From an optimization exercise on the open Yosys and OpenROAD flow, aimed at small area; shortcuts taken in it are not production practice. Only simulation tests tie the RTL to the original design; equivalence was not proved.

==> flow/design.v <==
module conv1 (
  input clock,
  input reset,
  input vld_in,
  input [5:0][15:0] in,
  output vld_out,
  output [63:0][15:0] out
);
  reg vld_r;
  always @(posedge clock) vld_r <= vld_in & ~reset;
  assign vld_out = vld_r;
  wire [15:0] i0 = in[0];
  wire [15:0] i1 = in[1];
  wire [15:0] i2 = in[2];
  wire [15:0] i3 = in[3];
  wire [15:0] i4 = in[4];
  wire [15:0] i5 = in[5];
  wire [15:0] a0 = i2 + i4;
  wire [15:0] a1 = i1 + ~i3 + 16'd1;
  wire [15:0] a2 = i0 + i3;
  wire [15:0] a3 = i4 + i5;
  wire [15:0] a4 = i0 + i2;
  wire [15:0] a5 = i0 + ~i5 + 16'd1;
  wire [15:0] a6 = i4 + ~i5 + 16'd1;
  wire [15:0] a7 = i2 + ~a6;
  wire [15:0] a8 = i2 + a6;
  wire [15:0] a9 = ~i3 + a5 + 16'd1;
  wire [15:0] a10 = i1 + a4;
  wire [15:0] a11 = i1 + a6;
  wire [15:0] a12 = i0 + a1;
  wire [15:0] a13 = i1 + ~a3 + 16'd1;
  wire [15:0] a14 = i1 + a2;
  wire [15:0] a15 = i1 + a5;
  wire [15:0] a16 = ~a7 + ~a15 + 16'd1;
  wire [15:0] a17 = i4 + a9;
  wire [15:0] a18 = ~i2 + a14 + 16'd1;
  wire [15:0] a19 = ~i5 + a10;
  wire [15:0] a20 = a1 + ~a5 + 16'd1;
  wire [15:0] a21 = a3 + a10;
  wire [15:0] a22 = ~a0 + ~a9 + 16'd2;
  wire [15:0] a23 = ~a8 + ~a14 + 16'd2;
  reg [15:0] r0;
  always @(posedge clock) r0 <= a7;
  reg [15:0] r1;
  always @(posedge clock) r1 <= a8;
  reg [15:0] r2;
  always @(posedge clock) r2 <= a0;
  reg [15:0] r3;
  always @(posedge clock) r3 <= a1;
  reg [15:0] r4;
  always @(posedge clock) r4 <= a2;
  reg [15:0] r5;
  always @(posedge clock) r5 <= a9;
  reg [15:0] r6;
  always @(posedge clock) r6 <= i3;
  reg [15:0] r7;
  always @(posedge clock) r7 <= a16;
  reg [15:0] r8;
  always @(posedge clock) r8 <= a10;
  reg [15:0] r9;
  always @(posedge clock) r9 <= a11;
  reg [15:0] r10;
  always @(posedge clock) r10 <= a12;
  reg [15:0] r11;
  always @(posedge clock) r11 <= i2;
  reg [15:0] r12;
  always @(posedge clock) r12 <= a13;
  reg [15:0] r13;
  always @(posedge clock) r13 <= a3;
  reg [15:0] r14;
  always @(posedge clock) r14 <= i1;
  reg [15:0] r15;
  always @(posedge clock) r15 <= a21;
  reg [15:0] r16;
  always @(posedge clock) r16 <= a14;
  reg [15:0] r17;
  always @(posedge clock) r17 <= a4;
  reg [15:0] r18;
  always @(posedge clock) r18 <= a17;
  reg [15:0] r19;
  always @(posedge clock) r19 <= a22;
  reg [15:0] r20;
  always @(posedge clock) r20 <= a5;
  reg [15:0] r21;
  always @(posedge clock) r21 <= a18;
  reg [15:0] r22;
  always @(posedge clock) r22 <= a23;
  reg [15:0] r23;
  always @(posedge clock) r23 <= a19;
  reg [15:0] r24;
  always @(posedge clock) r24 <= a15;
  reg [15:0] r25;
  always @(posedge clock) r25 <= a20;
  wire [15:0] b0 = r1 + ~r2 + 16'd1;
  wire [15:0] b1 = r3 + ~r12 + 16'd1;
  wire [15:0] b2 = ~r4 + r20 + 16'd1;
  wire [15:0] b3 = r7 + r16;
  wire [15:0] b4 = r0 + r6 + 16'd1;
  wire [15:0] b5 = r2 + ~r3 + 16'd1;
  wire [15:0] b6 = ~r11 + r12 + 16'd1;
  wire [15:0] b7 = r19 + r24;
  wire [15:0] b8 = r17 + ~r23;
  wire [15:0] b9 = r5 + ~r10 + 16'd1;
  wire [15:0] b10 = ~r15 + r17 + 16'd1;
  wire [15:0] b11 = ~r8 + ~r19 + 16'd2;
  wire [15:0] b12 = ~r16 + r20 + 16'd1;
  wire [15:0] b13 = r0 + r3 + 16'd1;
  wire [15:0] b14 = r2 + r3;
  wire [15:0] b15 = r0 + r14 + 16'd1;
  wire [15:0] b16 = r8 + ~r20 + 16'd1;
  wire [15:0] b17 = ~r0 + ~r9 + r18 + 16'd1;
  wire [15:0] b18 = ~r13 + ~r9 + r18 + 16'd2;
  wire [15:0] b19 = ~r14 + r18 + 16'd1;
  wire [15:0] b20 = r4 + ~r9 + 16'd1;
  wire [15:0] b21 = ~r13 + r25 + 16'd1;
  wire [15:0] b22 = r14 + r19;
  wire [15:0] b23 = ~r9 + r17 + 16'd1;
  wire [15:0] b24 = r3 + r19;
  wire [15:0] b25 = ~r12 + r17 + 16'd1;
  wire [15:0] b26 = ~r13 + ~r11 + r25 + 16'd2;
  wire [15:0] b27 = ~r2 + r5 + 16'd1;
  wire [15:0] b28 = r11 + ~r18 + 16'd1;
  wire [15:0] b29 = r2 + ~r4 + 16'd1;
  wire [15:0] b30 = r0 + ~r4 + 16'd2;
  wire [15:0] b31 = r5 + r11;
  wire [15:0] b32 = r11 + r20;
  wire [15:0] b33 = r8 + ~r12 + 16'd1;
  wire [15:0] b34 = r3 + r7;
  wire [15:0] b35 = ~r0 + ~r4 + 16'd1;
  wire [15:0] b36 = ~r1 + r10 + 16'd1;
  wire [15:0] b37 = ~r0 + r10;
  wire [15:0] b38 = r13 + ~r21 + 16'd1;
  wire [15:0] b39 = r13 + r21;
  wire [15:0] b40 = ~r2 + r23 + 16'd2;
  wire [15:0] b41 = r1 + ~r8 + 16'd1;
  wire [15:0] b42 = ~r0 + ~r10 + 16'd1;
  wire [15:0] b43 = r6 + ~r23;
  wire [15:0] b44 = ~r6 + r15 + 16'd1;
  wire [15:0] b45 = r8 + ~r13 + 16'd1;
  wire [15:0] b46 = ~r6 + ~r23 + 16'd1;
  wire [15:0] b47 = r6 + r15;
  assign out[0] = b44;
  assign out[1] = b32;
  assign out[2] = b23;
  assign out[3] = r18;
  assign out[4] = r7;
  assign out[5] = b41;
  assign out[6] = b6;
  assign out[7] = b2;
  assign out[8] = b9;
  assign out[9] = b15;
  assign out[10] = r19;
  assign out[11] = b18;
  assign out[12] = b22;
  assign out[13] = b25;
  assign out[14] = b17;
  assign out[15] = b34;
  assign out[16] = r1;
  assign out[17] = r14;
  assign out[18] = b38;
  assign out[19] = b33;
  assign out[20] = r25;
  assign out[21] = b0;
  assign out[22] = r15;
  assign out[23] = b29;
  assign out[24] = r5;
  assign out[25] = b19;
  assign out[26] = b8;
  assign out[27] = b40;
  assign out[28] = r24;
  assign out[29] = b26;
  assign out[30] = r20;
  assign out[31] = b39;
  assign out[32] = b10;
  assign out[33] = b20;
  assign out[34] = b35;
  assign out[35] = r21;
  assign out[36] = b28;
  assign out[37] = b43;
  assign out[38] = b30;
  assign out[39] = b31;
  assign out[40] = b24;
  assign out[41] = b7;
  assign out[42] = b12;
  assign out[43] = b13;
  assign out[44] = r21;
  assign out[45] = b16;
  assign out[46] = b42;
  assign out[47] = b37;
  assign out[48] = b36;
  assign out[49] = r22;
  assign out[50] = 16'd0;
  assign out[51] = b1;
  assign out[52] = b46;
  assign out[53] = b4;
  assign out[54] = b45;
  assign out[55] = b3;
  assign out[56] = b12;
  assign out[57] = b14;
  assign out[58] = b11;
  assign out[59] = b47;
  assign out[60] = b21;
  assign out[61] = b27;
  assign out[62] = b5;
  assign out[63] = r12;
endmodule
==> flow/flow/run.sh <==
#!/bin/bash
# Layout flow: standard synthesis (for the register list), then the hand-mapped
# adder netlist generated by flow/gen.py from flow/plan.json replaces the
# synthesized netlist; the rest is the standard ORFS flow, with port buffers
# of the smallest buffer cell.
set -eo pipefail
R=orfs/results/sky130hd/conv1/base
bash standard.sh synth > std_synth.log 2>&1
cp $R/1_2_yosys.v std_1_2_yosys.v
python3 flow/gen.py flow/plan.json std_1_2_yosys.v hand_netlist.v > gen.log 2>&1
cp hand_netlist.v $R/1_2_yosys.v
rm -f $R/1_synth.odb
bash standard.sh BUFFER_PORTS_ARGS="-buffer_cell sky130_fd_sc_hd__buf_1" PLACE_PINS_ARGS="-min_distance 1 -min_distance_in_tracks" POST_GLOBAL_PLACE_TCL=$PWD/flow/post_gpl.tcl finish > std_finish.log 2>&1
==> flow/flow/gen.py <==
# Generates the hand-mapped gate netlist for conv1 from plan.json.
# usage: python3 gen.py plan.json std_netlist.v out_netlist.v
import json, sys, re, random, os
sys.path.insert(0, os.path.dirname(os.path.abspath(__file__)))
from nlgen3 import generate, write
plan = json.load(open(sys.argv[1]))
std = open(sys.argv[2]).read()
ffs = re.findall(r"sky130_fd_sc_hd__(dfxtp_\d)\s+(\\\S+|\S+)\s*\(", std)
stdnames = set(n for t, n in ffs)
# register-bit signatures from random simulation of the plan
M = 0xFFFF
rnd = random.Random(1)
N = 256
sigs = {}
vals = []
for t in range(N):
    x = [rnd.randrange(65536) for _ in range(6)]
    v = {f"i{j}": x[j] for j in range(6)}
    for nd in plan['nodes']:
        if nd['stage'] != 'A': continue
        op = lambda n, i: (~v[n]) & M if i else v[n]
        if nd.get('type') == 'inc': v[nd['name']] = (op(nd['a'], nd['inva']) + 1) & M
        else: v[nd['name']] = (sum(op(s_, i_) for s_, i_ in nd['ops']) + nd['const']) & M
    vals.append({r['name']: v[r['src']] for r in plan['regs']})
def sig(r, i): return tuple((vals[t][r] >> i) & 1 for t in range(N))
def ffn(r, i): return f"\\{r}[{i}]$_DFF_P_"
alias = {}
present = {}
for r in plan['regs']:
    for i in range(16):
        s = sig(r['name'], i)
        if ffn(r['name'], i) in stdnames: present.setdefault(s, (r['name'], i))
for r in plan['regs']:
    for i in range(16):
        if ffn(r['name'], i) not in stdnames:
            s = sig(r['name'], i)
            assert s in present, ('missing reg bit', r['name'], i)
            alias[(r['name'], i)] = present[s]
def ffname(r, i):
    if r == 'vld_r': return "\\vld_r$_DFF_P_ "
    return ffn(r, i) + " "
nl, assigns = generate(plan, ffname=ffname, alias=alias)
mine = len(re.findall(r"dfxtp_1", "\n".join(nl.lines)))
print('std ffs', len(ffs), 'mine', mine, 'aliases', alias)
assert mine == len(ffs)
write(nl, assigns, sys.argv[3])
print('area', round(nl.area, 1))
==> flow/flow/post_gpl.tcl <==
# Upsize the input-port buffers that buffer_ports inserted (they drive the
# stage-A fanout); output-port buffers stay at the smallest buffer cell.
foreach c [get_cells input*] {
  if {[regexp {^input[0-9]+$} [get_full_name $c]] && [get_property $c ref_name] eq "sky130_fd_sc_hd__buf_1"} {
    replace_cell $c sky130_fd_sc_hd__buf_4
  }
}
==> flow/standard.sh <==
#!/bin/bash
# synth_recipe.tcl (not shown) runs the flow's synth.tcl, then flattens the netlist and writes it again
# the make line also repeats each setting of config.mk as NAME=value (left out here)
make -C /OpenROAD-flow-scripts/flow DESIGN_CONFIG=/design/flow/config.mk WORK_HOME=/design/flow/orfs CLKGATE_MAP_FILE= SYNTH_SCRIPT=/design/flow/synth_recipe.tcl "${@:-finish}"
==> flow/config.mk <==
export PLATFORM = sky130hd
export DESIGN_NAME = conv1
export DESIGN_NICKNAME = conv1
export VERILOG_FILES = /design/flow/design.v
export SDC_FILE = /design/flow/constraint.sdc
export NUM_CORES = 8
export LEC_CHECK = 0
export CAP_MARGIN = 20
export CORE_MARGIN = 2
export CORE_UTILIZATION = 50
export GPL_TIMING_DRIVEN = 1
export SETUP_SLACK_MARGIN = 0.05
export SLEW_MARGIN = 20
==> flow/constraint.sdc <==
create_clock -name core_clock -period 6.0 [get_ports {clock}]
set_input_delay 1.2000 -clock core_clock [delete_from_list [all_inputs] [get_ports {clock}]]
set_output_delay 1.2000 -clock core_clock [all_outputs]
set_load 0.01 [all_outputs]
Not shown: flow/flow/nlgen3.py, flow/flow/plan.json
==> summary.txt, run 1 <==
Run status
  • Status: timing/DRC/antenna clean

Placement
  • Dpl cell area: 50100 µm²
  • Pre-CTS setup slack: -0.389 ns

Cells and area
  • Layout Nets: 6838
  • Syn-to-layout area delta: 35.1%
  • Fraction of area in registers: between 10% and 20%
  • Fill cells: roughly 7k
  • Comb_multi_in: 4348
  • Seq_cells: 417

CTS
  • Htree depth: 2
  • CTS max path bufs: 3

Critical path
  • CP peak stage delay: 0.33 ns
  • Startpoint types: register
  • Levels on crit path: 21
  • Crit path to: out[207]
  • Worst Setup SP: r19[1]
  • Peak fanout along the critical path: 8

Logic synthesis
  • Ys Warns: 1
  • Cell Area, Synth: just under 40000 µm²

Worst hold path
  • Worst hold endpoint: vld_r
  • Hold/Removal Path Class: in2reg

Detailed routing
  • Routed length on met1: 72500 µm
  • DR DRC count: 0

Timing
  • Max-slew violation count: 0
  • Sum Neg Setup Slack: 0 ns
  • Tcrit/Tclk final: between 90% and 100%

Global route
  • M3 GR Usage: a little under a tenth

Floorplanning
  • Starting Density: between 50 and 60%
==> inputs of run 2 (changes only) <==
--- a/flow/config.mk
+++ b/flow/config.mk
@@ -8,6 +8,6 @@
 export CAP_MARGIN = 20
 export CORE_MARGIN = 2
-export CORE_UTILIZATION = 50
-export GPL_TIMING_DRIVEN = 1
-export SETUP_SLACK_MARGIN = 0.05
+export CORE_UTILIZATION = 55
+export GPL_TIMING_DRIVEN = 0
+export SETUP_SLACK_MARGIN = 0.25
 export SLEW_MARGIN = 20
==> summary.txt, run 2 <==
Timing
  • Slew margin rel.: 21.2% (was 36.5%)
  • Slew @ Worst Pin: 1.18 ns (was 0.952 ns)
  • RSZ-0062 raised after global routing: true (unchanged)
  • Hold Violations, Final: 0 (unchanged)
  • Post-layout min period: 5.75 ns (was 5.89 ns)
  • Fmax: 174 MHz (was 170 MHz)
  • Tcrit/Tclk final: 95.9% (was 98.1%)
  • # setup viols final: 0 (unchanged)
  • Max-slew violation count: 0 (unchanged)

Global route
  • Met1 usage in global routing: 52.0% (was 52.2%)
  • GRT busiest layer: met2 (unchanged)
  • Vias in the first global route: 35.6k (was 37.3k)
  • Pin count of the biggest net entering global routing: 16 (unchanged)
  • Initial antenna violation count: 17 (was 11)
  • M3 GR Usage: 11.4% (was 9.32%)
  • Grt ovf: 0 (unchanged)
  • Global-route wire length before repair: 232000 µm (was 251000 µm)
  • Met2 Use GR: 68.3% (was 69.1%)
  • GRT Util Overall: 42.7% (was 42.0%)

Critical path
  • Worst setup EP type: register (was output port)
  • CP max stage cell: fa_2 (was dfxtp_1)
  • Critical path type: in2reg (was reg2out)
  • Most used cell, CP: o21ai_2 (was a21oi_2)
  • Crit path to: r22[14] (was out[207])
  • Startpoint types: primary input (was register)
  • CP cell instances: buf_4 -> nand2b_1 -> fa_2 -> fa_2 -> a21oi_4 -> o21ai_2 -> a21oi_2 -> o21ai_2 -> xnor2_2 -> buf_4 -> xnor2_4 -> nor2_1 -> a21oi_4 -> xor2_2 -> xor2_1 -> xnor2_1 -> o21ai_2 -> a21oi_2 -> o21ai_2 -> a21oi_2 -> o21ai_2 -> a21oi_2 -> buf_4 -> xor2_1 (was buf_4 -> and2_0 -> a21oi_2 -> o21ai_2 -> a21oi_2 -> o21ai_2 -> buf_4 -> a21oi_2 -> o21ai_1 -> buf_4 -> a21oi_2 -> o21ai_2 -> a21oi_4 -> o21ai_2 -> a21oi_2 -> o21ai_1 -> a21oi_1 -> buf_4 -> o21ai_1 -> xor2_1 -> buf_1)
  • CP peak stage delay: 0.42 ns (was 0.33 ns)
  • Peak fanout along the critical path: 8 (unchanged)
  • Worst Setup SP: in[64] (was r19[1])
  • Required time at the worst-slack endpoint: 6.52 ns (was 4.80 ns)
  • Crit path arrival time: 6.27 ns (was 4.69 ns)

Cells and area
  • Fill cells: 5801 (was 7067)
  • Most frequent cells in the layout: xor2_1, buf_1, xnor2_1 (was xor2_1, buf_1, buf_4)
  • Share of cells above drive strength 1: 17.3% (was 17.5%)
  • Layout Nets: 6336 (was 6838)
  • Most common cell after layout, fill and taps aside: xor2_1 (unchanged)
  • Syn-to-layout area delta: 31.9% (was 35.1%)
  • Fin util: 73.1% (was 67.8%)
  • Non-Filler Instances: 7135 (was 7730)

Detailed routing
  • Antenna viol nets, final: 0 (unchanged)
  • Via count: 39.2k (was 41.1k)
  • DRT Pass-1 Iters: 5 (was 7)
  • Vias/cell: 5.49 (was 5.32)
  • DR iter-0 viols: 3149 (was 2865)
  • WL final: 169000 µm (was 181000 µm)
  • Per-cell routed wire length: 23.7 µm (was 23.4 µm)
  • DR DRC count: 0 (unchanged)

Placement
  • Hpwl dp: 135000 µm (was 153000 µm)
  • Placed cells: 6893 (was 7622)
  • Port bufs: 1107 (unchanged)

CTS
  • TritonCTS clock tree: yes (unchanged)
  • Num CTS Buffers: 50 (was 49)
  • Clk root buf: clkbuf_16 (unchanged)
  • Reg clk slew, reported paths: 0.06 ns (about the same)
  • CTS max path bufs: 3 (unchanged)
  • Clock tree sinks: 417 (unchanged)
  • Htree depth: 2 (unchanged)

Floorplanning
  • Die Span X: 272 µm (was 285 µm)
  • IO Pins: 1124 (unchanged)
  • Die height: 272 µm (was 285 µm)
  • Number of core rows: 98 (was 103)
  • DIE AREA: 73900 µm² (was 81200 µm²)
  • Starting Density: 55.4% (was 50.2%)
  • Core box area: 71200 µm² (was 78600 µm²)

Logic synthesis
  • Mapped Cells: 4821 (unchanged)
  • Ys Warns: 1 (unchanged)
  • Synth Area per Inst: 8.19 µm² (unchanged)
  • Cell Area, Synth: 39500 µm² (unchanged)

Run
  • Max_cap viols: 0 (unchanged)

Worst hold path
  • Hold/Removal Path Class: in2reg (unchanged)

Run status
  • Status: timing/DRC/antenna clean (unchanged)
==> run 2: per-stage QoR <==
stage                     hold slack [ns]  area, µm²  setup TNS [ns]  setup WS [ns]
after floorplan                      1.23      39500               0          0.370
after global placement               1.35      44900          -32.33          -1.41
after detailed placement             1.36      45200          -21.71          -1.25
after CTS                           0.719      49500               0          0.244
after global routing                0.746      52100               0         0.0343
final                               0.735      52100               0          0.249
==> run 2: worst min path at each step <==
| stage | from | end | slack, ns | depth (start not counted) |
|---|---|---|---|---|
| after floorplan | in[32] | r11[0] | 1.23 | 0 |
| after global placement | reset | vld_r | 1.35 | 2 |
| after detailed placement | reset | vld_r | 1.36 | 2 |
| after CTS | reset | vld_r | 0.72 | 2 |
| after global routing | reset | vld_r | 0.75 | 2 |
| final | reset | vld_r | 0.74 | 2 |
==> run 2: layer usage <==
| layer | vias up | share of wire, % |
|---|---|---|
| met5 | - | 0.067 |
| met4 | 18 | 6.7 |
| met3 | 489 | 10 |
| met2 | 1925 | 45 |
| met1 | 18700 | 38 |
| li1 | 18100 | - |
==> run 2: worst max-delay path, delay by kind of cell <==
| family | cells | cell delay (ns) |
|---|---|---|
| AO/OA/AOI/OAI | 11 | 2.05 |
| XOR/XNOR | 6 | 1.37 |
| adder cells (fa/ha/maj) | 2 | 0.81 |
| buffers and inverters | 3 | 0.48 |
| AND/OR/NAND/NOR | 2 | 0.31 |
==> run 2: final cells by class <==
type / count / area, µm² / area share [%]
multi-input combinational: 4348 / 34600 / 66.5
sequential: 417 / 8480 / 16.3
timing repair buffer: 1249 / 5600 / 10.8
clock buffer: 65 / 1410 / 2.70
tap: 950 / 1190 / 2.28
clock inverter: 27 / 467 / 0.896
inverter: 71 / 267 / 0.512
antenna: 8 / 20.0 / 0.0384
==> run 2: what timing repair did <==
| action | in CTS | in global routing |
|---|---|---|
| resized for setup | 432 | 381 |
| buffers inserted | 66 | 76 |
| setup endpoints to repair | 162 | 130 |
| hold buffers | 0 | 0 |
| pin swaps | 47 | 96 |
==> inputs of run 3 (changes only) <==
--- a/flow/config.mk
+++ b/flow/config.mk
@@ -9,4 +9,6 @@
 export CORE_MARGIN = 2
 export CORE_UTILIZATION = 55
+export CTS_CLUSTER_DIAMETER = 80
+export CTS_CLUSTER_SIZE = 25
 export GPL_TIMING_DRIVEN = 0
 export SETUP_SLACK_MARGIN = 0.25
==> summary.txt, run 3 <==
Run status
  • Status: timing/DRC/antenna clean (unchanged)

Critical path
  • Peak fanout along the critical path: 8 (unchanged)
  • Worst setup EP type: register (unchanged)
  • Critical path type: in2reg (unchanged)
  • Crit path arrival time: 6.24 ns (was 6.27 ns)
  • Required time at the worst-slack endpoint: 6.53 ns (was 6.52 ns)
  • Startpoint types: primary input (unchanged)

Global route
  • GRT Util Overall: 42.5% (was 42.7%)
  • Global-route wire length before repair: 231000 µm (was 232000 µm)
  • Pin count of the biggest net entering global routing: 21 (was 16)
  • Vias in the first global route: 35.3k (was 35.6k)
  • Initial antenna violation count: 17 (unchanged)
  • Grt ovf: 0 (unchanged)

Logic synthesis
  • Cell Area, Synth: 39500 µm² (unchanged)
  • Ys Warns: 1 (unchanged)
  • Synth Area per Inst: 8.19 µm² (unchanged)
  • Mapped Cells: 4821 (unchanged)

Cells and area
  • Sequential cell area: 8490 µm² (was 8480 µm²)
  • Share of cells above drive strength 1: 16.8% (was 17.3%)
  • Most common cell after layout, fill and taps aside: xor2_1 (unchanged)
  • Multi-input gate area: 34700 µm² (was 34600 µm²)
  • Syn-to-layout area delta: 30.1% (was 31.9%)
  • Most frequent cells in the layout: xor2_1, buf_1, xnor2_1 (unchanged)
  • Fill cells: 5876 (was 5801)
  • Non-Filler Instances: 7094 (was 7135)
  • Layout Nets: 6310 (was 6336)

CTS
  • Num CTS Buffers: 34 (was 50)
  • Clk root buf: clkbuf_16 (unchanged)
  • Hold buffer count at CTS: 0 (unchanged)
  • Reg clk slew, reported paths: 0.09 ns (was 0.06 ns)
  • Clock tree sinks: 417 (unchanged)
  • TritonCTS clock tree: yes (unchanged)
  • CTS max path bufs: 3 (unchanged)
  • Htree depth: 2 (unchanged)

Placement
  • Hpwl dp: 135000 µm (unchanged)
  • Placed cells: 6893 (unchanged)
  • Port bufs: 1107 (unchanged)

Timing
  • Tcrit/Tclk final: 95.3% (was 95.9%)
  • Fmax: 175 MHz (was 174 MHz)
  • Max-slew violation count: 0 (unchanged)
  • Slew margin rel.: 22.2% (was 21.2%)
  • Post-layout min period: 5.72 ns (was 5.75 ns)
  • Slew @ Worst Pin: 1.16 ns (was 1.18 ns)
  • Min Hold Slack: 0.744 ns (was 0.735 ns)
  • # setup viols final: 0 (unchanged)
  • Hold Violations, Final: 0 (unchanged)
  • RSZ-0062 raised after global routing: true (unchanged)

Detailed routing
  • WL final: 168000 µm (was 169000 µm)
  • DRT Pass-1 Iters: 5 (unchanged)
  • Per-cell routed wire length: 23.7 µm (about the same)
  • Antenna viol nets, final: 0 (unchanged)
  • DR DRC count: 0 (unchanged)
  • Via count: 39.0k (was 39.2k)
  • DR iter-0 viols: 2899 (was 3149)
  • Vias/cell: 5.50 (was 5.49)

Floorplanning
  • Number of core rows: 98 (unchanged)
  • Starting Density: 55.4% (unchanged)
  • IO Pins: 1124 (unchanged)
  • DIE AREA: 73900 µm² (unchanged)
  • Core box area: 71200 µm² (unchanged)
  • Die height: 272 µm (unchanged)
  • Die Span X: 272 µm (unchanged)

Worst hold path
  • Hold/Removal Path Class: in2reg (unchanged)

Run
  • Max_cap viols: 0 (unchanged)
-- run 3: critical path: stages --
cell	delay, ns
buf_4	0.15
nand2b_1	0.18
fa_2	0.38
fa_2	0.45
a21oi_4	0.27
o21ai_4	0.12
a21oi_4	0.21
buf_4	0.16
xor2_4	0.33
xnor2_1	0.20
nor2_1	0.15
a21oi_2	0.08
o21ai_1	0.30
a21oi_2	0.12
o21ai_2	0.27
a21oi_2	0.13
o21ai_1	0.29
xor2_1	0.30
xnor2_1	0.22
o21ai_2	0.14
a21oi_2	0.25
buf_4	0.16
xor2_1	0.13
-- run 3: final timing paths --
check                 startpoint     end  slack [ns]  depth (start not counted)
worst max-delay path      in[64]  r7[14]        0.28                         23
worst min-delay path       reset   vld_r        0.74                          2
-- run 3: metal layers --
metal	track usage [%]	part of all wire, %	wire [µm]	vias up
met3	11.4	10	17400	471
met5	0.963	0.12	203	-
li1	-	-	-	18000
met1	51.8	38	64100	18700
met2	68.0	45	74800	1862
met4	23.3	6.9	11500	20
-- run 3: what timing repair did --
item / CTS / global route
pin swaps: 49 / 107
resized for setup: 421 / 396
endpoints found under the setup margin: 158 / 131
setup buffers: 64 / 68
-- run 3: area by class of cell --
class | count | area share (%)
Clock buffer | 36 | 1.71
Tap cell | 950 | 2.32
Timing Repair Buffer | 1239 | 10.7
Inverter | 71 | 0.519
Antenna cell | 10 | 0.0487
Clock inverter | 23 | 0.578
Multi-Input combinational cell | 4348 | 67.6
Sequential cell | 417 | 16.5
-- run 3: per-stage QoR --
stage	setup TNS (ns)	setup WS, ns	instance area [µm²]	utilization, %
detailed placement	-21.71	-1.25	45200	63.5
finish	0	0.283	51300	72.1
global route	0	0.128	51300	72.1
global placement	-32.33	-1.41	44900	63.0
CTS	0	0.189	48800	68.5
floorplan	0	0.370	39500	-
==> inputs of run 4 (changes only) <==
--- a/flow/config.mk
+++ b/flow/config.mk
@@ -12,4 +12,4 @@
 export CTS_CLUSTER_SIZE = 25
 export GPL_TIMING_DRIVEN = 0
-export SETUP_SLACK_MARGIN = 0.25
+export SETUP_SLACK_MARGIN = 0.12
 export SLEW_MARGIN = 20
==> summary.txt, run 4 <==
Logic synthesis
  • Synth Area per Inst: 8.19 µm² (unchanged)
  • Cell Area, Synth: 39500 µm² (unchanged)
  • Mapped Cells: 4821 (unchanged)
  • Ys Warns: 1 (unchanged)

CTS
  • Clk root buf: clkbuf_16 (unchanged)
  • CTS max path bufs: 3 (unchanged)
  • Num CTS Buffers: 34 (unchanged)
  • TritonCTS clock tree: yes (unchanged)
  • Clock tree sinks: 417 (unchanged)
  • Htree depth: 2 (unchanged)
  • Reg clk slew, reported paths: 0.09 ns (about the same)

Critical path
  • Peak fanout along the critical path: 8 (unchanged)
  • Most used cell, CP: a21oi_2 (unchanged)
  • Worst setup EP type: register (unchanged)
  • Required time at the worst-slack endpoint: 6.48 ns (was 6.53 ns)
  • Crit path arrival time: 6.35 ns (was 6.24 ns)
  • CP cell instances: buf_4 -> nand2b_1 -> fa_2 -> inv_1 -> fa_1 -> fa_1 -> fa_1 -> a21oi_2 -> o21ai_1 -> a21oi_2 -> buf_4 -> xor2_2 -> xor2_1 -> a21oi_1 -> o21ai_2 -> a21oi_4 -> o21ai_4 -> a21oi_2 -> o21ai_2 -> a21oi_2 -> o21ai_1 -> xor2_1 (was buf_4 -> nand2b_1 -> fa_2 -> fa_2 -> a21oi_4 -> o21ai_4 -> a21oi_4 -> buf_4 -> xor2_4 -> xnor2_1 -> nor2_1 -> a21oi_2 -> o21ai_1 -> a21oi_2 -> o21ai_2 -> a21oi_2 -> o21ai_1 -> xor2_1 -> xnor2_1 -> o21ai_2 -> a21oi_2 -> buf_4 -> xor2_1)
  • CP max stage cell: fa_2 (unchanged)
  • CP peak stage delay: 0.62 ns (was 0.45 ns)
  • Critical path type: in2reg (unchanged)
  • Startpoint types: primary input (unchanged)

Floorplanning
  • Core box area: 71200 µm² (unchanged)
  • DIE AREA: 73900 µm² (unchanged)
  • Number of core rows: 98 (unchanged)
  • Starting Density: 55.4% (unchanged)
  • Die height: 272 µm (unchanged)
  • IO Pins: 1124 (unchanged)
  • Die Span X: 272 µm (unchanged)

Timing
  • Slew margin rel.: 21.9% (was 22.2%)
  • Hold Violations, Final: 0 (unchanged)
  • RSZ-0062 raised after global routing: true (unchanged)
  • Max-slew violation count: 0 (unchanged)
  • # setup viols final: 0 (unchanged)
  • Tcrit/Tclk final: 97.8% (was 95.3%)
  • Post-layout min period: 5.87 ns (was 5.72 ns)
  • Slew @ Worst Pin: 1.17 ns (was 1.16 ns)
  • Fmax: 170 MHz (was 175 MHz)

Detailed routing
  • Antenna viol nets, final: 0 (unchanged)
  • Vias/cell: 5.47 (was 5.50)
  • DRT Pass-1 Iters: 6 (was 5)
  • WL final: 167000 µm (was 168000 µm)
  • Via count: 38.6k (was 39.0k)
  • DR DRC count: 0 (unchanged)
  • Per-cell routed wire length: 23.6 µm (was 23.7 µm)
  • DR iter-0 viols: 2927 (was 2899)

Cells and area
  • Most frequent cells in the layout: xor2_1, buf_1, xnor2_1 (unchanged)
  • Layout Nets: 6277 (was 6310)
  • Most common cell after layout, fill and taps aside: xor2_1 (unchanged)
  • Fin util: 70.6% (was 72.1%)
  • Share of cells above drive strength 1: 13.9% (was 16.8%)
  • Syn-to-layout area delta: 27.4% (was 30.1%)

Placement
  • Hpwl dp: 135000 µm (unchanged)
  • Port bufs: 1107 (unchanged)

Global route
  • Grt ovf: 0 (unchanged)
  • GRT Util Overall: 42.2% (was 42.5%)
  • Pin count of the biggest net entering global routing: 21 (unchanged)
  • Global-route wire length before repair: 229000 µm (was 231000 µm)
  • Initial antenna violation count: 22 (was 17)
  • Vias in the first global route: 34.9k (was 35.3k)

Run status
  • Status: timing/DRC/antenna clean (unchanged)

Worst hold path
  • Hold/Removal Path Class: in2reg (unchanged)

Run
  • Max_cap viols: 0 (unchanged)
-- run 4: path summary, 6_finish.rpt --
| path | cells after the start | to | startpoint |
|---|---|---|---|
| max | 22 | r7[15] | in[64] |
| min | 2 | vld_r | reset |
-- run 4: per-stage QoR --
step                instance area (µm²)  TNS, ns  setup slack (ns)  instances  hold slack [ns]
global placement                  44900   -32.33             -1.41       6893             1.35
finish                            50300        0             0.132       7062            0.745
detailed placement                45200   -21.71             -1.25       6893             1.36
CTS                               48200        0             0.111       6992            0.736
floorplan                         39500        0             0.370       4836             1.23
global route                      50300  -0.0433           -0.0432       7055            0.761
-- run 4: layer usage --
layer	routed length [µm]	track usage, %
met1	63900	51.6
met2	74300	68.0
met3	17100	11.5
met4	11000	21.6
met5	271	0.963
-- run 4: worst max-delay path, delay by kind of cell --
family                     cells  cell delay [ns]
xor gates and xnor gates       3             0.53
AOI/OAI and AO/OA             11             2.15
buffers and inverters          3             0.40
and+or+nand+nor                1             0.17
adders and majority gates      4             1.90
-- run 4: timing repair --
action	4_1_cts	5_1_grt
pin swaps	24	72
hold buffers	0	0
resized for setup	324	325
setup buffers	40	59
setup endpoints to repair	128	114
-- run 4: layout make-up --
type | instances | area (µm²)
antenna | 11 | 27.5
clock buffer | 36 | 878
clock inverter | 23 | 297
fill | 6073 | 20900
inverter | 71 | 267
multi-input combinational | 4348 | 33900
sequential | 417 | 8460
tap | 950 | 1190
timing repair buffer | 1206 | 5270
==> inputs of run 5 (changes only) <==
--- a/flow/config.mk
+++ b/flow/config.mk
@@ -12,4 +12,4 @@
 export CTS_CLUSTER_SIZE = 25
 export GPL_TIMING_DRIVEN = 0
-export SETUP_SLACK_MARGIN = 0.12
+export SETUP_SLACK_MARGIN = 0.15
 export SLEW_MARGIN = 20
==> summary.txt, run 5 <==
Logic synthesis
  • Synth Area per Inst: 8.19 µm² (unchanged)
  • Cell Area, Synth: 39500 µm² (unchanged)
  • Mapped Cells: 4821 (unchanged)
  • Ys Warns: 1 (unchanged)

Timing
  • Tcrit/Tclk final: 97.5% (was 97.8%)
  • Slew margin rel.: 20.6% (was 21.9%)
  • RSZ-0062 raised after global routing: true (unchanged)
  • Slew @ Worst Pin: 1.19 ns (was 1.17 ns)
  • Setup ws final: 0.149 ns (was 0.132 ns)
  • Hold Violations, Final: 0 (unchanged)
  • Post-layout min period: 5.85 ns (was 5.87 ns)
  • # setup viols final: 0 (unchanged)
  • Max-slew violation count: 0 (unchanged)
  • Fmax: 171 MHz (was 170 MHz)

Cells and area
  • Share of cells above drive strength 1: 14.4% (was 13.9%)
  • Fill cells: 6061 (was 6073)
  • Final instance area: 50400 µm² (was 50300 µm²)
  • Layout Nets: 6266 (was 6277)
  • Most frequent cells in the layout: xor2_1, buf_1, xnor2_1 (unchanged)
  • Syn-to-layout area delta: 27.8% (was 27.4%)
  • Most common cell after layout, fill and taps aside: xor2_1 (unchanged)

Critical path
  • Peak fanout along the critical path: 8 (unchanged)
  • Critical path type: in2reg (unchanged)
  • Crit path arrival time: 6.33 ns (was 6.35 ns)
  • Worst setup EP type: register (unchanged)
  • Startpoint types: primary input (unchanged)
  • Required time at the worst-slack endpoint: 6.47 ns (was 6.48 ns)

CTS
  • TritonCTS clock tree: yes (unchanged)
  • CTS max path bufs: 3 (unchanged)
  • Num CTS Buffers: 34 (unchanged)
  • Htree depth: 2 (unchanged)
  • Reg clk slew, reported paths: 0.09 ns (about the same)
  • Clk root buf: clkbuf_16 (unchanged)
  • Clock tree sinks: 417 (unchanged)

Detailed routing
  • Via count: 38.6k (about the same)
  • Per-cell routed wire length: 23.6 µm (about the same)
  • DRT Pass-1 Iters: 6 (unchanged)
  • Antenna viol nets, final: 0 (unchanged)
  • DR iter-0 viols: 3058 (was 2927)
  • Vias/cell: 5.48 (was 5.47)
  • WL final: 166000 µm (was 167000 µm)
  • DR DRC count: 0 (unchanged)

Floorplanning
  • Starting Density: 55.4% (unchanged)
  • Core box area: 71200 µm² (unchanged)
  • Number of core rows: 98 (unchanged)
  • IO Pins: 1124 (unchanged)
  • Die height: 272 µm (unchanged)
  • DIE AREA: 73900 µm² (unchanged)
  • Die Span X: 272 µm (unchanged)

Global route
  • M3 GR Usage: 11.3% (was 11.5%)
  • Met1 usage in global routing: 51.7% (was 51.6%)
  • Global-route wire length before repair: 229000 µm (about the same)
  • Pin count of the biggest net entering global routing: 21 (unchanged)
  • Met2 Use GR: 67.9% (was 68.0%)
  • Grt ovf: 0 (unchanged)
  • GRT Util Overall: 42.2% (about the same)
  • Initial antenna violation count: 19 (was 22)
  • Vias in the first global route: 34.9k (about the same)
  • GRT busiest layer: met2 (unchanged)

Placement
  • Hpwl dp: 135000 µm (unchanged)
  • Pre-CTS setup slack: -1.25 ns (unchanged)
  • Port bufs: 1107 (unchanged)
  • Dpl cell area: 45200 µm² (unchanged)

Run status
  • Status: timing/DRC/antenna clean (unchanged)

Worst hold path
  • Hold/Removal Path Class: in2reg (unchanged)

Run
  • Max_cap viols: 0 (unchanged)
==> run 5: what timing repair did <==
action | 4_1_cts | 5_1_grt
hold endpoints to repair | 0 | 0
setup buffers | 41 | 47
hold buffers | 0 | 0
resized for setup | 345 | 352
setup endpoints to repair | 136 | 124
pin swaps | 25 | 72
==> run 5: routing by layer <==
metal	up-vias	part of all wire, %
met5	-	0.098
met4	26	6.8
met3	462	10
met2	1761	45
met1	18500	39
li1	17900	-
==> run 5: cell type report <==
cell class / count / area (µm²) / area share [%]
clock buffers: 36 / 878 / 1.74
multi-input cells: 4348 / 34100 / 67.7
well taps: 950 / 1190 / 2.36
diodes: 8 / 20.0 / 0.0397
clock inverters: 23 / 297 / 0.588
flip-flops and latches: 417 / 8470 / 16.8
repair buffers: 1195 / 5180 / 10.3
inverters: 71 / 267 / 0.528
==> run 5: critical path, stage by stage <==
cell and delay, ns:
buf_4 0.16, nand2b_1 0.17, fa_2 0.62, inv_1 0.08
fa_1 0.41, fa_1 0.42, fa_1 0.44, a21oi_2 0.24
o21ai_1 0.18, a21oi_2 0.26, o21ai_1 0.15, a21oi_2 0.24
o21ai_2 0.14, xor2_1 0.18, buf_4 0.17, xnor2_2 0.25
o21ai_4 0.12, a21oi_2 0.23, o21ai_2 0.12, a21oi_2 0.26
o21ai_1 0.12, xor2_1 0.15
==> run 5: path summary, 6_finish.rpt <==
path / end / depth (start not counted) / startpoint / slack (ns)
max: r7[15] / 22 / in[64] / 0.15
min: vld_r / 2 / reset / 0.75
==> run 5: stage by stage <==
step	instances	hold WS (ns)	util, %	TNS (ns)
after detailed placement	6893	1.36	63.5	-21.71
after global placement	6893	1.35	63.0	-32.33
after floorplan	4836	1.23	-	0
final	7048	0.749	70.8	0
after CTS	6993	0.736	67.7	0
after global routing	7044	0.762	70.8	-0.0345
==> inputs of run 6 (changes only) <==
--- a/flow/config.mk
+++ b/flow/config.mk
@@ -9,6 +9,6 @@
 export CORE_MARGIN = 2
 export CORE_UTILIZATION = 55
-export CTS_CLUSTER_DIAMETER = 80
-export CTS_CLUSTER_SIZE = 25
+export CTS_CLUSTER_DIAMETER = 70
+export CTS_CLUSTER_SIZE = 20
 export GPL_TIMING_DRIVEN = 0
 export SETUP_SLACK_MARGIN = 0.15
==> summary.txt, run 6 <==
Placement
  • Port bufs: 1107 (unchanged)
  • Pre-CTS setup slack: -1.25 ns (unchanged)
  • Hpwl dp: 135000 µm (unchanged)
  • Placed cells: 6893 (unchanged)

CTS
  • TritonCTS clock tree: yes (unchanged)
  • Reg clk slew, reported paths: 0.08 ns (was 0.09 ns)
  • Htree depth: 2 (unchanged)
  • Clock tree sinks: 417 (unchanged)
  • Clk root buf: clkbuf_16 (unchanged)
  • Num CTS Buffers: 39 (was 34)
  • CTS max path bufs: 3 (unchanged)
  • Hold buffer count at CTS: 0 (unchanged)

Global route
  • Grt ovf: 0 (unchanged)
  • Vias in the first global route: 34.9k (about the same)
  • Initial antenna violation count: 21 (was 19)
  • Global-route wire length before repair: 229000 µm (about the same)
  • Pin count of the biggest net entering global routing: 21 (unchanged)
  • GRT Util Overall: 42.2% (about the same)

Cells and area
  • Share of cells above drive strength 1: 14.3% (was 14.4%)
  • Most common cell after layout, fill and taps aside: xor2_1 (unchanged)
  • Most frequent cells in the layout: xor2_1, buf_1, xnor2_1 (unchanged)
  • Non-Filler Instances: 7059 (was 7048)
  • Layout Nets: 6269 (was 6266)
  • Syn-to-layout area delta: 27.9% (was 27.8%)

Worst hold path
  • Hold/Removal Path Class: in2reg (unchanged)
  • Worst Hold Depth: 2 (unchanged)

Timing
  • # setup viols final: 0 (unchanged)
  • Slew margin rel.: 24.3% (was 20.6%)
  • Setup ws final: 0.189 ns (was 0.149 ns)
  • Tcrit/Tclk final: 96.8% (was 97.5%)
  • Slew @ Worst Pin: 1.13 ns (was 1.19 ns)
  • Fmax: 172 MHz (was 171 MHz)
  • RSZ-0062 raised after global routing: true (unchanged)
  • Max-slew violation count: 0 (unchanged)
  • Post-layout min period: 5.81 ns (was 5.85 ns)
  • Hold Violations, Final: 0 (unchanged)
  • Min Hold Slack: 0.761 ns (was 0.749 ns)

Floorplanning
  • Die height: 272 µm (unchanged)
  • IO Pins: 1124 (unchanged)
  • Core box area: 71200 µm² (unchanged)
  • Die Span X: 272 µm (unchanged)
  • Starting Density: 55.4% (unchanged)
  • Number of core rows: 98 (unchanged)
  • DIE AREA: 73900 µm² (unchanged)

Critical path
  • Levels on crit path: 22 (unchanged)
  • Startpoint types: primary input (unchanged)
  • Crit path buffers/inverters: 1 (was 3)
  • CP peak stage delay: 0.44 ns (was 0.62 ns)
  • Peak fanout along the critical path: 7 (was 8)
  • Worst setup EP type: register (unchanged)
  • CP cell instances: buf_4 -> and2_0 -> fa_1 -> fa_1 -> a21oi_2 -> o21ai_1 -> a21oi_2 -> o21ai_1 -> a21oi_1 -> o21ai_1 -> a21oi_2 -> o21ai_1 -> a21oi_2 -> o21ai_1 -> xor2_2 -> xor2_2 -> xor2_2 -> xor2_1 -> xor2_1 -> a21oi_2 -> o21ai_1 -> xor2_1 (was buf_4 -> nand2b_1 -> fa_2 -> inv_1 -> fa_1 -> fa_1 -> fa_1 -> a21oi_2 -> o21ai_1 -> a21oi_2 -> o21ai_1 -> a21oi_2 -> o21ai_2 -> xor2_1 -> buf_4 -> xnor2_2 -> o21ai_4 -> a21oi_2 -> o21ai_2 -> a21oi_2 -> o21ai_1 -> xor2_1)
  • CP max stage cell: fa_1 (was fa_2)
  • Critical path type: in2reg (unchanged)
  • Cell family with most CP delay: compound AO/OA/AOI/OAI gates (unchanged)
  • Required time at the worst-slack endpoint: 6.54 ns (was 6.47 ns)
  • Crit path arrival time: 6.35 ns (was 6.33 ns)
  • Most used cell, CP: o21ai_1 (was a21oi_2)

Detailed routing
  • Via count: 38.7k (was 38.6k)
  • Per-cell routed wire length: 23.6 µm (about the same)
  • Antenna viol nets, final: 0 (unchanged)
  • WL final: 166000 µm (about the same)
  • DR iter-0 viols: 2958 (was 3058)
  • Vias/cell: 5.49 (was 5.48)
  • WL met2: 73900 µm (was 74100 µm)
  • Uppermost routed layer: met5 (unchanged)
  • Met3 Routed Length: 17000 µm (was 16800 µm)
  • DR DRC count: 0 (unchanged)
  • Routed length on met1: 63800 µm (was 64100 µm)
  • DRT Pass-1 Iters: 5 (was 6)

Run
  • Max_cap viols: 0 (unchanged)

Logic synthesis
  • Synth Area per Inst: 8.19 µm² (unchanged)
  • Cell Area, Synth: 39500 µm² (unchanged)
  • Mapped Cells: 4821 (unchanged)
  • Ys Warns: 1 (unchanged)

Run status
  • Status: timing/DRC/antenna clean (unchanged)
-- run 6: cell type report --
class                      instances  area [µm²]
antenna                           10        25.0
clock buffer                      44        1030
inverter                          71         267
clock inverter                    26         319
multi-input combinational       4348       34000
timing repair buffer            1193        5170
sequential                       417        8460
tap                              950        1190
fill                            6028       20800
-- run 6: path summary, 6_finish.rpt --
kind               start  endpoint  slack (ns)
hold / removal     reset     vld_r        0.76
setup / recovery  in[48]   r22[15]        0.19
-- run 6: through the flow --
| stage | util, % | area [µm²] | TNS, ns |
|---|---|---|---|
| 6_report | 70.9 | 50500 | 0 |
| 3_5_place_dp | 63.5 | 45200 | -21.71 |
| 2_1_floorplan | - | 39500 | 0 |
| 5_1_grt | 70.9 | 50500 | -0.0207 |
| 4_1_cts | 67.9 | 48400 | 0 |
| 3_3_place_gp | 63.0 | 44900 | -32.33 |
-- run 6: repair_timing --
item,4_1_cts,5_1_grt
gates resized for setup,343,336
pin swaps,21,56
setup buffers,40,46
endpoints found under the setup margin,139,120
-- run 6: metal layers --
metal | track usage [%] | vias to the layer above
met5 | 0.449 | -
met4 | 22.9 | 26
met3 | 11.2 | 470
met2 | 67.7 | 1917
met1 | 51.6 | 18400
li1 | - | 17900
==> inputs of run 7 (changes only) <==
--- a/flow/flow/run.sh
+++ b/flow/flow/run.sh
@@ -11,3 +11,3 @@
 cp hand_netlist.v $R/1_2_yosys.v
 rm -f $R/1_synth.odb
-bash standard.sh BUFFER_PORTS_ARGS="-buffer_cell sky130_fd_sc_hd__buf_1" PLACE_PINS_ARGS="-min_distance 1 -min_distance_in_tracks" POST_GLOBAL_PLACE_TCL=$PWD/flow/post_gpl.tcl finish > std_finish.log 2>&1
+bash standard.sh BUFFER_PORTS_ARGS="-buffer_cell sky130_fd_sc_hd__buf_1" PLACE_PINS_ARGS="-min_distance 1 -min_distance_in_tracks" POST_GLOBAL_PLACE_TCL=$PWD/flow/post_gpl.tcl CTS_BUF_DISTANCE=600 finish > std_finish.log 2>&1
--- a/flow/config.mk
+++ b/flow/config.mk
@@ -9,6 +9,6 @@
 export CORE_MARGIN = 2
 export CORE_UTILIZATION = 55
-export CTS_CLUSTER_DIAMETER = 70
-export CTS_CLUSTER_SIZE = 20
+export CTS_CLUSTER_DIAMETER = 80
+export CTS_CLUSTER_SIZE = 25
 export GPL_TIMING_DRIVEN = 0
 export SETUP_SLACK_MARGIN = 0.15
==> summary.txt, run 7 <==
Placement
  • Hpwl dp: 135000 µm (unchanged)
  • Port bufs: 1107 (unchanged)
  • Pre-CTS setup slack: -1.25 ns (unchanged)
  • Placed cells: 6893 (unchanged)

Worst hold path
  • Hold/Removal Path Class: in2reg (unchanged)

Critical path
  • CP peak stage delay: 0.62 ns (was 0.44 ns)
  • Critical path type: in2reg (unchanged)
  • CP max stage cell: fa_2 (was fa_1)
  • Most used cell, CP: a21oi_2 (was o21ai_1)
  • Startpoint types: primary input (unchanged)
  • Worst setup EP type: register (unchanged)
  • Required time at the worst-slack endpoint: 6.47 ns (was 6.54 ns)
  • Crit path to: r7[15] (was r22[15])
  • Peak fanout along the critical path: 8 (was 7)
  • CP cell instances: buf_4 -> nand2b_1 -> fa_2 -> inv_1 -> fa_1 -> fa_1 -> fa_1 -> a21oi_2 -> o21ai_1 -> a21oi_2 -> o21ai_1 -> a21oi_2 -> o21ai_2 -> xor2_1 -> buf_4 -> xnor2_2 -> o21ai_4 -> a21oi_2 -> o21ai_2 -> a21oi_2 -> o21ai_1 -> xor2_1 (was buf_4 -> and2_0 -> fa_1 -> fa_1 -> a21oi_2 -> o21ai_1 -> a21oi_2 -> o21ai_1 -> a21oi_1 -> o21ai_1 -> a21oi_2 -> o21ai_1 -> a21oi_2 -> o21ai_1 -> xor2_2 -> xor2_2 -> xor2_2 -> xor2_1 -> xor2_1 -> a21oi_2 -> o21ai_1 -> xor2_1)
  • Worst Setup SP: in[64] (was in[48])
  • Crit path arrival time: 6.33 ns (was 6.35 ns)

Floorplanning
  • Starting Density: 55.4% (unchanged)
  • Die height: 272 µm (unchanged)
  • DIE AREA: 73900 µm² (unchanged)
  • Die Span X: 272 µm (unchanged)
  • IO Pins: 1124 (unchanged)
  • Core box area: 71200 µm² (unchanged)
  • Number of core rows: 98 (unchanged)

Global route
  • Initial antenna violation count: 19 (was 21)
  • Vias in the first global route: 34.9k (about the same)
  • Pin count of the biggest net entering global routing: 21 (unchanged)
  • Grt ovf: 0 (unchanged)
  • GRT Util Overall: 42.2% (about the same)
  • Global-route wire length before repair: 229000 µm (about the same)

Timing
  • Fmax: 171 MHz (was 172 MHz)
  • RSZ-0062 raised after global routing: true (unchanged)
  • # setup viols final: 0 (unchanged)
  • Sum Neg Setup Slack: 0 ns (unchanged)
  • Min Hold Slack: 0.749 ns (was 0.761 ns)
  • Max-slew violation count: 0 (unchanged)
  • Slew @ Worst Pin: 1.19 ns (was 1.13 ns)
  • Setup ws final: 0.149 ns (was 0.189 ns)
  • Tcrit/Tclk final: 97.5% (was 96.8%)
  • Slew margin rel.: 20.6% (was 24.3%)
  • Post-layout min period: 5.85 ns (was 5.81 ns)
  • Hold Violations, Final: 0 (unchanged)

CTS
  • Clk root buf: clkbuf_16 (unchanged)
  • Htree depth: 2 (unchanged)
  • TritonCTS clock tree: yes (unchanged)
  • Hold buffer count at CTS: 0 (unchanged)
  • Clock tree sinks: 417 (unchanged)
  • Num CTS Buffers: 34 (was 39)
  • CTS max path bufs: 3 (unchanged)
  • Reg clk slew, reported paths: 0.09 ns (was 0.08 ns)

Detailed routing
  • Antenna viol nets, final: 0 (unchanged)
  • Per-cell routed wire length: 23.6 µm (about the same)
  • WL final: 166000 µm (about the same)
  • Vias/cell: 5.48 (was 5.49)
  • Via count: 38.6k (was 38.7k)
  • DR DRC count: 0 (unchanged)
  • DRT Pass-1 Iters: 6 (was 5)
  • DR iter-0 viols: 3058 (was 2958)

Run
  • Max_cap viols: 0 (unchanged)

Logic synthesis
  • Cell Area, Synth: 39500 µm² (unchanged)
  • Synth Area per Inst: 8.19 µm² (unchanged)
  • Ys Warns: 1 (unchanged)
  • Mapped Cells: 4821 (unchanged)

Cells and area
  • Share of cells above drive strength 1: 14.4% (was 14.3%)
  • Syn-to-layout area delta: 27.8% (was 27.9%)
  • Layout Nets: 6266 (was 6269)
  • Most frequent cells in the layout: xor2_1, buf_1, xnor2_1 (unchanged)
  • Fin util: 70.8% (was 70.9%)
  • Non-Filler Instances: 7048 (was 7059)
  • Most common cell after layout, fill and taps aside: xor2_1 (unchanged)

Run status
  • Status: timing/DRC/antenna clean (unchanged)
run 7: cell type report:
class	instances	area, µm²
Multi-Input combinational cell	4348	34100
Fill cell	6061	20800
Sequential cell	417	8470
Timing Repair Buffer	1195	5180
Tap cell	950	1190
Clock buffer	36	878
Clock inverter	23	297
Inverter	71	267
Antenna cell	8	20.0
run 7: metal layers:
| metal | routed length [µm] | GRT usage (%) | up-vias |
|---|---|---|---|
| met3 | 16800 | 11.3 | 462 |
| met1 | 64100 | 51.7 | 18500 |
| met5 | 163 | 0 | - |
| li1 | - | - | 17900 |
| met4 | 11300 | 21.8 | 26 |
| met2 | 74100 | 67.9 | 1761 |
run 7: worst max-delay path, delay by kind of cell:
family                   cells  cell delay [ns]
adder cells (fa/ha/maj)      4             1.89
XOR/XNOR                     3             0.58
AO/OA/AOI/OAI               11             2.06
AND/OR/NAND/NOR              1             0.17
buffers and inverters        3             0.41
run 7: worst min path at each step:
stage,startpoint,end,slack (ns),depth (start not counted)
final,reset,vld_r,0.75,2
after global routing,reset,vld_r,0.76,2
after CTS,reset,vld_r,0.74,2
after detailed placement,reset,vld_r,1.36,2
after global placement,reset,vld_r,1.35,2
after floorplan,in[32],r11[0],1.23,0
run 7: timing repair:
item	4_1_cts	5_1_grt
setup endpoints to repair	136	124
resized for setup	345	352
pin swaps	25	72
buffers inserted	41	47
endpoints found under the hold margin	0	0
run 7: per-stage QoR:
step	instance area (µm²)
2_1_floorplan	39500
3_3_place_gp	44900
3_5_place_dp	45200
4_1_cts	48300
5_1_grt	50400
6_report	50400
==> inputs of run 8 (changes only) <==
--- a/flow/flow/run.sh
+++ b/flow/flow/run.sh
@@ -11,3 +11,3 @@
 cp hand_netlist.v $R/1_2_yosys.v
 rm -f $R/1_synth.odb
-bash standard.sh BUFFER_PORTS_ARGS="-buffer_cell sky130_fd_sc_hd__buf_1" PLACE_PINS_ARGS="-min_distance 1 -min_distance_in_tracks" POST_GLOBAL_PLACE_TCL=$PWD/flow/post_gpl.tcl CTS_BUF_DISTANCE=600 finish > std_finish.log 2>&1
+bash standard.sh BUFFER_PORTS_ARGS="-buffer_cell sky130_fd_sc_hd__buf_1" PLACE_PINS_ARGS="-min_distance 1 -min_distance_in_tracks" POST_GLOBAL_PLACE_TCL=$PWD/flow/post_gpl.tcl CTS_ARGS="-sink_clustering_enable -repair_clock_nets -sink_clustering_size 25 -sink_clustering_max_diameter 80 -dont_use_dummy_load" finish > std_finish.log 2>&1
==> summary.txt, run 8 <==
Worst hold path
  • Worst Hold Depth: 2 (unchanged)
  • Worst hold endpoint: vld_r (unchanged)
  • Hold_sp: reset (unchanged)
  • Hold/Removal Path Class: in2reg (unchanged)

Detailed routing
  • Via count: 38.6k (about the same)
  • Per-cell routed wire length: 23.5 µm (was 23.6 µm)
  • Vias/cell: 5.49 (was 5.48)
  • DR iter-0 viols: 2874 (was 3058)
  • DR DRC count: 0 (unchanged)
  • DRT Pass-1 Iters: 6 (unchanged)
  • WL final: 165000 µm (was 166000 µm)
  • Antenna viol nets, final: 0 (unchanged)

Cells and area
  • Share of cells above drive strength 1: 13.9% (was 14.4%)
  • Most frequent cells in the layout: xor2_1, buf_1, xnor2_1 (unchanged)
  • Layout Nets: 6272 (was 6266)
  • Syn-to-layout area delta: 26.6% (was 27.8%)
  • Non-Filler Instances: 7030 (was 7048)
  • Final instance area: 50000 µm² (was 50400 µm²)
  • Most common cell after layout, fill and taps aside: xor2_1 (unchanged)
  • Fin util: 70.1% (was 70.8%)
  • Fill cells: 6112 (was 6061)

CTS
  • TritonCTS clock tree: yes (unchanged)
  • Clock tree sinks: 417 (unchanged)
  • Num CTS Buffers: 34 (unchanged)
  • Reg clk slew, reported paths: 0.09 ns (about the same)
  • Clk root buf: clkbuf_16 (unchanged)
  • Htree depth: 2 (unchanged)
  • CTS max path bufs: 3 (unchanged)

Timing
  • Tcrit/Tclk final: 97.3% (was 97.5%)
  • Fmax: 171 MHz (about the same)
  • Hold Violations, Final: 0 (unchanged)
  • RSZ-0062 raised after global routing: true (unchanged)
  • Slew margin rel.: 23.9% (was 20.6%)
  • Sum Neg Setup Slack: 0 ns (unchanged)
  • Slew @ Worst Pin: 1.14 ns (was 1.19 ns)
  • Max-slew violation count: 0 (unchanged)
  • Post-layout min period: 5.84 ns (was 5.85 ns)
  • # setup viols final: 0 (unchanged)

Floorplanning
  • Starting Density: 55.4% (unchanged)
  • DIE AREA: 73900 µm² (unchanged)
  • Number of core rows: 98 (unchanged)
  • IO Pins: 1124 (unchanged)
  • Die Span X: 272 µm (unchanged)
  • Core box area: 71200 µm² (unchanged)
  • Die height: 272 µm (unchanged)

Global route
  • Initial antenna violation count: 18 (was 19)
  • Global-route wire length before repair: 228000 µm (was 229000 µm)
  • Pin count of the biggest net entering global routing: 21 (unchanged)
  • Grt ovf: 0 (unchanged)
  • GRT Util Overall: 42.1% (was 42.2%)
  • Vias in the first global route: 34.8k (was 34.9k)

Run status
  • Status: timing/DRC/antenna clean (unchanged)

Critical path
  • Crit path buffers/inverters: 3 (unchanged)
  • Critical path type: in2reg (unchanged)
  • Worst Setup SP: in[48] (was in[64])
  • Startpoint types: primary input (unchanged)
  • Crit path arrival time: 6.35 ns (was 6.33 ns)
  • Worst setup EP type: register (unchanged)
  • CP cell instances: buf_4 -> and2_0 -> fa_1 -> fa_1 -> a21oi_2 -> o21ai_1 -> a21oi_2 -> o21ai_1 -> a21oi_2 -> buf_4 -> xor2_2 -> xnor2_2 -> o21ai_2 -> xor2_2 -> buf_4 -> xor2_1 -> xor2_1 -> a21oi_2 -> o21ai_2 -> a21oi_2 -> o21ai_2 -> a21oi_2 -> o21ai_1 -> xor2_1 (was buf_4 -> nand2b_1 -> fa_2 -> inv_1 -> fa_1 -> fa_1 -> fa_1 -> a21oi_2 -> o21ai_1 -> a21oi_2 -> o21ai_1 -> a21oi_2 -> o21ai_2 -> xor2_1 -> buf_4 -> xnor2_2 -> o21ai_4 -> a21oi_2 -> o21ai_2 -> a21oi_2 -> o21ai_1 -> xor2_1)
  • CP max stage cell: fa_1 (was fa_2)
  • Peak fanout along the critical path: 7 (was 8)
  • Most used cell, CP: a21oi_2 (unchanged)
  • Required time at the worst-slack endpoint: 6.51 ns (was 6.47 ns)
  • CP peak stage delay: 0.45 ns (was 0.62 ns)
  • Cell family with most CP delay: compound AO/OA/AOI/OAI gates (unchanged)

Placement
  • Hpwl dp: 135000 µm (unchanged)
  • Dpl cell area: 45200 µm² (unchanged)
  • Port bufs: 1107 (unchanged)
  • Placed cells: 6893 (unchanged)

Logic synthesis
  • Synth Area per Inst: 8.19 µm² (unchanged)
  • Cell Area, Synth: 39500 µm² (unchanged)
  • Mapped Cells: 4821 (unchanged)
  • Ys Warns: 1 (unchanged)

Run
  • Max_cap viols: 0 (unchanged)
[run 8: layout make-up]
type                    count  area, µm²  area share, %
inverters                  71        267          0.533
flip-flops and latches    417       8460           16.9
multi-input cells        4348      33900           67.9
clock buffers              34        851           1.70
repair buffers           1201       5230           10.5
well taps                 950       1190           2.38
diodes                      9       22.5         0.0451
[run 8: worst max path at each step]
stage | end | cells past startpoint | slack (ns)
floorplan | r23[15] | 20 | 0.37
global placement | r22[15] | 23 | -1.41
detailed placement | r22[15] | 23 | -1.25
CTS | out[767] | 18 | 0.11
global route | r22[15] | 24 | -0.06
finish | r22[15] | 24 | 0.16
[run 8: per-stage QoR]
stage / hold slack (ns) / setup WS, ns
2_1_floorplan: 1.23 / 0.370
3_3_place_gp: 1.35 / -1.41
3_5_place_dp: 1.36 / -1.25
4_1_cts: 0.734 / 0.114
5_1_grt: 0.759 / -0.0579
6_report: 0.749 / 0.162
[run 8: per-layer routing]
metal  global-route usage, %  routed length, µm  up-vias
li1                        -                  -    17900
met1                    51.8              63700    18400
met2                    67.6              74000     1852
met3                    11.0              16900      434
met4                    22.0              10700       22
met5                   0.321                154        -
[run 8: repair_timing]
| action | CTS | global route |
|---|---|---|
| setup endpoints to repair | 133 | 120 |
| hold endpoints to repair | 0 | 0 |
| hold buffers | 0 | 0 |
| pin swaps | 27 | 56 |
| buffers inserted | 46 | 48 |
| resized for setup | 334 | 331 |

[re-timing with driven ports]
No port has a modelled driver above. Below, the same layouts with a new extraction and two added sets of constraints. Step 1 (the two cells are an assumption about what drives the block):
set clk [get_ports {clock}]
set_driving_cell -lib_cell sky130_fd_sc_hd__clkbuf_16 $clk
set_driving_cell -lib_cell sky130_fd_sc_hd__buf_2 [delete_from_list [all_inputs] $clk]
Step 2 also shifts input and output timing later by t, the mid clock arrival at the registers, as if the neighbouring blocks saw the same clock. Three values: ideal ports, drivers, drivers and shift; two values: the first two.
run	t, ns	setup WS [ns]	worst setup path after step 2	clock arrival spread, ns	worst data-port slew with drivers (ns)
run 1	0.685	0.114 / 0.038 / -0.355	input to register	0.037 / 0.037	0.12
run 2	0.677	0.249 / 0.266 / -0.412	input to register	0.022 / 0.021	0.12
run 3	0.647	0.283 / 0.265 / -0.342	input to register	0.049 / 0.049	0.13
run 4	0.645	0.132 / 0.150 / -0.495	input to register	0.046 / 0.046	0.12
run 5	0.644	0.149 / 0.164 / -0.473	input to register	0.045 / 0.044	0.11
run 6	0.666	0.189 / 0.179 / -0.455	input to register	0.046 / 0.046	0.12
run 7	0.644	0.149 / 0.164 / -0.473	input to register	0.045 / 0.044	0.11
run 8	0.626	0.162 / 0.202 / -0.416	input to register	0.082 / 0.082	0.12
With both steps, setup timing fails in every run listed, where it was met with ideal ports. For run 2, which loses most, drivers alone change the setup slack by +0.017 ns; drivers and shift together by -0.661 ns.
